From an optimization exercise on the open Yosys and OpenROAD flow, aimed at small area and a short achievable clock period; shortcuts taken in it are not production practice. Where RTL was checked, it was by simulation tests only, not by an equivalence proof against the original.

Setup of job 898:
==> flow/design.v (excerpt) <==
module STDPmodel_4PWL
(reset, clk, A_pre, A_post, start_replay_phase, W_previous, W_new);
Size: ~1900 cells after synthesis, ~240 flip-flops, ~69 I/O pins.
export LEC_CHECK = 0
export CAP_MARGIN = 20
export CORE_MARGIN = 2
export CORE_UTILIZATION = 40
export SETUP_SLACK_MARGIN = 4.5
export SLEW_MARGIN = 20
create_clock -name core_clock -period 7.5 [get_ports {clk}]
run.sh (not shown) runs the stock make flow with config.mk's settings and CLKGATE_MAP_FILE= SYNTH_SCRIPT=/design/flow/synth_recipe.tcl, a recipe that flattens the netlist after the stock synthesis.
Relative to job 898, the following input files were edited for job 3968:
Settings: SETUP_SLACK_MARGIN now 4, was 4.5.
Findings:
met1 global-route usage down 2.7 points in job 3968 wrt job 898
Start point of the critical path: seg[4]$_DFF_P_ -> job 898, Ws_q1[13]$_DFFE_PP_ -> job 3968
Worst hold slack in job 3968 vs job 898: down 8.5 ps
Sort job 3968 and job 898 by routed via count, descending, and job 898 comes first.
Function was not checked in any run of this note: the RTL went through the layout flow alone.

---

STDPmodel_4PWL, a different RTL version from the one above (not shown whole).
Size: about 1,800 cells after synthesis, about 280 flip-flops.
## STDPmodel_4PWL
module STDPmodel_4PWL
(reset, clk, A_pre, A_post, start_replay_phase, W_previous, W_new);
clock: 7.5 ns
lec_check: 0
cap_margin: 20
core_margin: 2
core_utilization: 40
cts_buf_list: sky130_fd_sc_hd__clkbuf_8
cts_cluster_size: 30
place_density: 0.7
setup_slack_margin: 4.2
slew_margin: 20
Then changed:
--- a/flow/config.mk
+++ b/flow/config.mk
@@ -13,2 +13 @@
-export PLACE_DENSITY = 0.7
-export SETUP_SLACK_MARGIN = 4.2
+export SETUP_SLACK_MARGIN = 4.4
After rerunning: Worst hold slack is better by 6.9 ps. Non-clock buffer count grows by 42. Clock-buffer cell count grows by 4. Wire length grows by 12%. Via count grows by 1.3%. Die area does not change. Core utilization grows by 2.3 points. Synthesized cell count does not change. Sequential cell count is unchanged.
Then changed:
==> flow/flow/run.sh (new file) <==
#!/bin/bash
# The standard layout (the standard.sh, standard synthesis included),
# with two changes that only save cells: the port buffers are buf_2 cells
# rather than the resizer's default pick (every port still gets its
# buffer), and clock tree synthesis adds no dummy load cells.
set -euo pipefail
export BUFFER_PORTS_ARGS="-buffer_cell sky130_fd_sc_hd__buf_2"
export CTS_ARGS='-sink_clustering_enable -repair_clock_nets -sink_clustering_size 30 -buf_list {sky130_fd_sc_hd__clkbuf_4 sky130_fd_sc_hd__clkbuf_8} -dont_use_dummy_load'
bash standard.sh > standard.log 2>&1
==> flow/standard.sh (new file) <==
#!/bin/bash
# synth_recipe.tcl (not shown) runs the flow's synth.tcl, then flattens the netlist and writes it again
# the make line also repeats each setting of config.mk as NAME=value (left out here)
make -C /OpenROAD-flow-scripts/flow DESIGN_CONFIG=/design/flow/config.mk WORK_HOME=/design/flow/orfs CLKGATE_MAP_FILE= SYNTH_SCRIPT=/design/flow/synth_recipe.tcl "${@:-finish}"
--- a/flow/config.mk
+++ b/flow/config.mk
@@ -13 +13 @@
-export SETUP_SLACK_MARGIN = 4.4
+export SETUP_SLACK_MARGIN = 4.3
removed: flow/run.sh
Worst hold slack gains 6.0 ps.
Design area goes down by 7.4%.
Global-route usage is lower by 0.72 points.
Sequential share of layout area rose by 2.3 points.
Critical path depth shrinks by 1.
Then changed:
--- a/flow/flow/run.sh
+++ b/flow/flow/run.sh
@@ -8 +8 @@
-export CTS_ARGS='-sink_clustering_enable -repair_clock_nets -sink_clustering_size 30 -buf_list {sky130_fd_sc_hd__clkbuf_4 sky130_fd_sc_hd__clkbuf_8} -dont_use_dummy_load'
+export CTS_ARGS="-sink_clustering_enable -repair_clock_nets -sink_clustering_size 30 -buf_list sky130_fd_sc_hd__clkbuf_8 -dont_use_dummy_load"
--- a/flow/config.mk
+++ b/flow/config.mk
@@ -13 +13 @@
-export SETUP_SLACK_MARGIN = 4.3
+export SETUP_SLACK_MARGIN = 4.2
Result: Synthesized area is unchanged; global-route usage went down by 0.93 points.
Then changed:
==> flow/run.sh (new file) <==
#!/bin/bash
# synth_recipe.tcl (not shown) runs the flow's synth.tcl, then flattens the netlist and writes it again
# the make line also repeats each setting of config.mk as NAME=value (left out here)
make -C /OpenROAD-flow-scripts/flow DESIGN_CONFIG=/design/flow/config.mk WORK_HOME=/design/flow/orfs CLKGATE_MAP_FILE= SYNTH_SCRIPT=/design/flow/synth_recipe.tcl finish
--- a/flow/config.mk
+++ b/flow/config.mk
@@ -10 +10 @@
-export CORE_UTILIZATION = 40
+export CORE_UTILIZATION = 50
removed: flow/flow/run.sh
removed: flow/standard.sh
What happened: Core utilization went up by 13 points; wire length went up by 3.7%; via count went up by 0.90%; final cell count went down by 2.1%; synthesized area stays the same.

---

STDPmodel_4PWL again, from the RTL that the note above started with.
==> flow/design.v (excerpt) <==
module STDPmodel_4PWL
(reset, clk, A_pre, A_post, start_replay_phase, W_previous, W_new);
	input reset;
	input clk;
	input A_pre;
	input A_post;
	input start_replay_phase;
	input  [31:0] W_previous;
	output [31:0] W_new;
	reg    [31:0] W_new;
	localparam [31:0] W_MAX = 32'h0020_0000;
	reg [2:0] Count_pre, Count_post;
	always @(posedge clk)
	  if (reset)              Count_pre <= 3'd0;
	  else if (A_pre)         Count_pre <= 3'd6;
	  else if (Count_pre!=0)  Count_pre <= Count_pre - 3'd1;
	always @(posedge clk)
	  if (reset)              Count_post <= 3'd0;
	  else if (A_post)        Count_post <= 3'd6;
	  else if (Count_post!=0) Count_post <= Count_post - 3'd1;
	wire nz_next = !reset && (A_pre || Count_pre > 3'd1) && (A_post || Count_post > 3'd1);
	reg nz;
	always @(posedge clk) nz <= nz_next;
	wire AdaptW = nz && !reset;
	wire [2:0] Delta_Count = Count_post - Count_pre;
	wire d2 = Delta_Count[2];
  ...
Settings: LEC_CHECK=0, CAP_MARGIN=20, CORE_MARGIN=2, CORE_UTILIZATION=40, CTS_BUF_LIST=sky130_fd_sc_hd__clkbuf_8, CTS_CLUSTER_SIZE=30, SETUP_SLACK_MARGIN=4.2, SLEW_MARGIN=20; clock period 7.5 ns.
Stock flow here: none of the scripts above is used.
==> next run, changes <==
--- a/flow/config.mk
+++ b/flow/config.mk
@@ -10,5 +10,3 @@
 export CORE_UTILIZATION = 40
-export CTS_BUF_LIST = sky130_fd_sc_hd__clkbuf_8
-export CTS_CLUSTER_SIZE = 30
-export SETUP_SLACK_MARGIN = 4.2
+export SETUP_SLACK_MARGIN = 4
 export SLEW_MARGIN = 20
=> Cell area falls by 2.4%; non-clock buffer count falls by 28; wire length falls by 2.6%; maximum frequency falls by 5.5%; via count falls by 1.5%; utilization falls by 1.1 points; setup slack gets worse by 0.19 ns; hold slack gets worse by 0.0080 ns.

---

== run 1 ==
Another version of the RTL of STDPmodel_4PWL (not shown whole).
Size in the first run: about 1,700 cells after synthesis, about 260 flip-flops, about 69 I/O pins, roughly 17,000 um^2 of cells after synthesis.
Settings: LEC_CHECK=0, CAP_MARGIN=20, CORE_MARGIN=2, CORE_UTILIZATION=40, SETUP_SLACK_MARGIN=4, SLEW_MARGIN=20; clock period 7.5 ns.
Run 1 was carried through to the last stage, and its layout satisfied the timing, design-rule and antenna checks.
Edits applied to the flow inputs when going from run 1 to run 2:
Settings: a change of SETUP_SLACK_MARGIN from 4 to 3.
Results
Via count of the first global-routing pass of run 2 falls short of that of run 1 by a few percent. In run 2, the final antenna diode count came out 1 below the value in run 1. Between run 1 and run 2, clock-buffer cell count is higher for run 2, run 1 comes in under that. From run 1 to run 2 the numbers moved as follows: aggregate routed wire length climbed 260 um. Run 1 and run 2 ended up with roughly the same die area. Taking run 1 as the reference point, the sequential share of layout area of run 2 rises by 1.9 points. [compare] base=run 1 new=run 2: cell total after placement held steady, share of the cycle needed by the critical path after routing up 11 points.
Modified inputs, run 3 compared to run 2
Settings: a change of SETUP_SLACK_MARGIN from 3 to 5.
### Flow results
- Looking only at setup slack after layout, and setting everything else aside, the higher value of run 3 and run 2 goes to run 3.
- Between run 3 and run 2, it is run 3 whose utilization of the core after routing is higher, by 8.5 points.
- [compare] base=run 2 new=run 3: wire length grew by 4700 um, achievable clock frequency picked up an extra 21%.
- Compared to run 2, run 3 has non-clock buffer count about 220% higher.
- Run 3: clock buffer count from CTS 3.4% below run 2
No run of this note included a check of the RTL's function; only the layout flow was run.

---

Setup of the reference run:
Another version of the RTL of STDPmodel_4PWL (not shown whole).
Size: roughly 1700 cells after synthesis, roughly 69 I/O pins.
export LEC_CHECK = 0
export CAP_MARGIN = 20
export CORE_MARGIN = 2
export CORE_UTILIZATION = 40
export SLEW_MARGIN = 20
create_clock -name core_clock -period 7.5 [get_ports {clk}]
The reference run has completed all stages; timing, DRC and antenna checks passed.
Modified inputs, the trial run compared to the reference run
Settings: SETUP_SLACK_MARGIN: unset -> 3.0.
## What came out
The trial run ended up with sky130_fd_sc_hd__fa_1 as its cell with the biggest individual delay on the critical path; the reference run ended up with sky130_fd_sc_hd__and2_2. Fmax: the trial run and the reference run compared, higher one is the trial run. Relative to the reference run, the met2 routed wirelength measured on the trial run has increased by a few percent. Diff the reference run -> the trial run: quantity of gates resized following cts went up; initial standard-cell utilization of the core about even.
No run of this note included a check of the RTL's function; only the layout flow was run.

---

Another version of the RTL of STDPmodel_4PWL (not shown whole).
Size: about 69 I/O pins, ~16000 um^2 of cells after synthesis.
make LEC_CHECK=0 ABC_CLOCK_PERIOD_IN_PS=4000 CAP_MARGIN=20 CORE_MARGIN=2 CORE_UTILIZATION=40 SETUP_SLACK_MARGIN=3.5 SLEW_MARGIN=20 finish   # period 7.5 ns
The baseline completed without violations.
Then changed:
- ABC_CLOCK_PERIOD_IN_PS: 4000 -> default
- SETUP_SLACK_MARGIN: 3.5 -> default
After rerunning: Clock skew went up by 24 ps. Sequential cell count does not change. Routed wire length shrinks by 5.7%. Worst hold slack gains 7.2 ps. Cell area decreases by 14%. Cell count decreases by 6.1%.
Function was not checked in any run of this note: the RTL went through the layout flow alone.

## what the ideal ports hide
No port has a modelled driver above. Below, the same layouts with a new extraction and two added sets of constraints.
Step 1: set_driving_cell puts a clkbuf_16 on clk and a buf_2 on each other input, an assumption about the parent block.
Step 2 adds t to the input delays and takes it off the output delays; t is the mean of the earliest and latest rising clock arrival at the registers after step 1. Input paths then give back, and output paths get back, about the clock's delay inside the block.
a / b / c = ideal / step 1 / step 2; a / b = the first two.
run	t, ns	setup slack, ns	worst hold slack (ns)	worst setup path after step 2
job 898	0.615	3.859 / 3.859 / 3.671	0.334 / 0.334 / 0.334	input to register
job 3968	0.605	3.810 / 3.810 / 3.527	0.325 / 0.325 / 0.325	input to register
the first run of note 2	0.625	4.264 / 4.273 / 3.648	0.438 / 0.438 / 0.438	input to register
the second run of note 2	0.668	4.373 / 4.373 / 3.836	0.445 / 0.445 / 0.445	input to register
the third run of note 2	0.599	4.341 / 4.341 / 3.895	0.451 / 0.451 / 0.451	input to register
the fourth run of note 2	0.595	4.200 / 4.200 / 3.760	0.425 / 0.425 / 0.425	input to register
the fifth run of note 2	0.662	4.205 / 4.205 / 3.693	0.433 / 0.433 / 0.433	input to register
the first run of note 3	0.645	4.227 / 4.227 / 3.672	0.441 / 0.441 / 0.441	input to register
the second run of note 3	0.603	4.037 / 4.059 / 3.455	0.433 / 0.433 / 0.433	input to register
run 1	0.603	3.929 / 3.929 / 3.521	0.326 / 0.326 / 0.326	input to register
run 2	0.601	3.120 / 3.120 / 2.723	0.327 / 0.327 / 0.327	input to register
run 3	0.605	3.876 / 3.876 / 3.610	0.330 / 0.330 / 0.330	input to register
the reference run	0.599	1.589 / 1.589 / 1.589	0.325 / 0.325 / 0.325	register to register
the trial run	0.601	2.815 / 2.815 / 2.815	0.334 / 0.334 / 0.334	register to register
the first run of note 6	0.576	2.631 / 2.631 / 2.631	0.406 / 0.406 / 0.406	register to register
the second run of note 6	0.598	2.053 / 2.053 / 2.053	0.413 / 0.413 / 0.413	register to register
After both steps setup and hold are still met in every run listed. The setup slack of the first run of note 2, which loses most, moves by +0.009 ns with the drivers and by -0.616 ns with both steps.
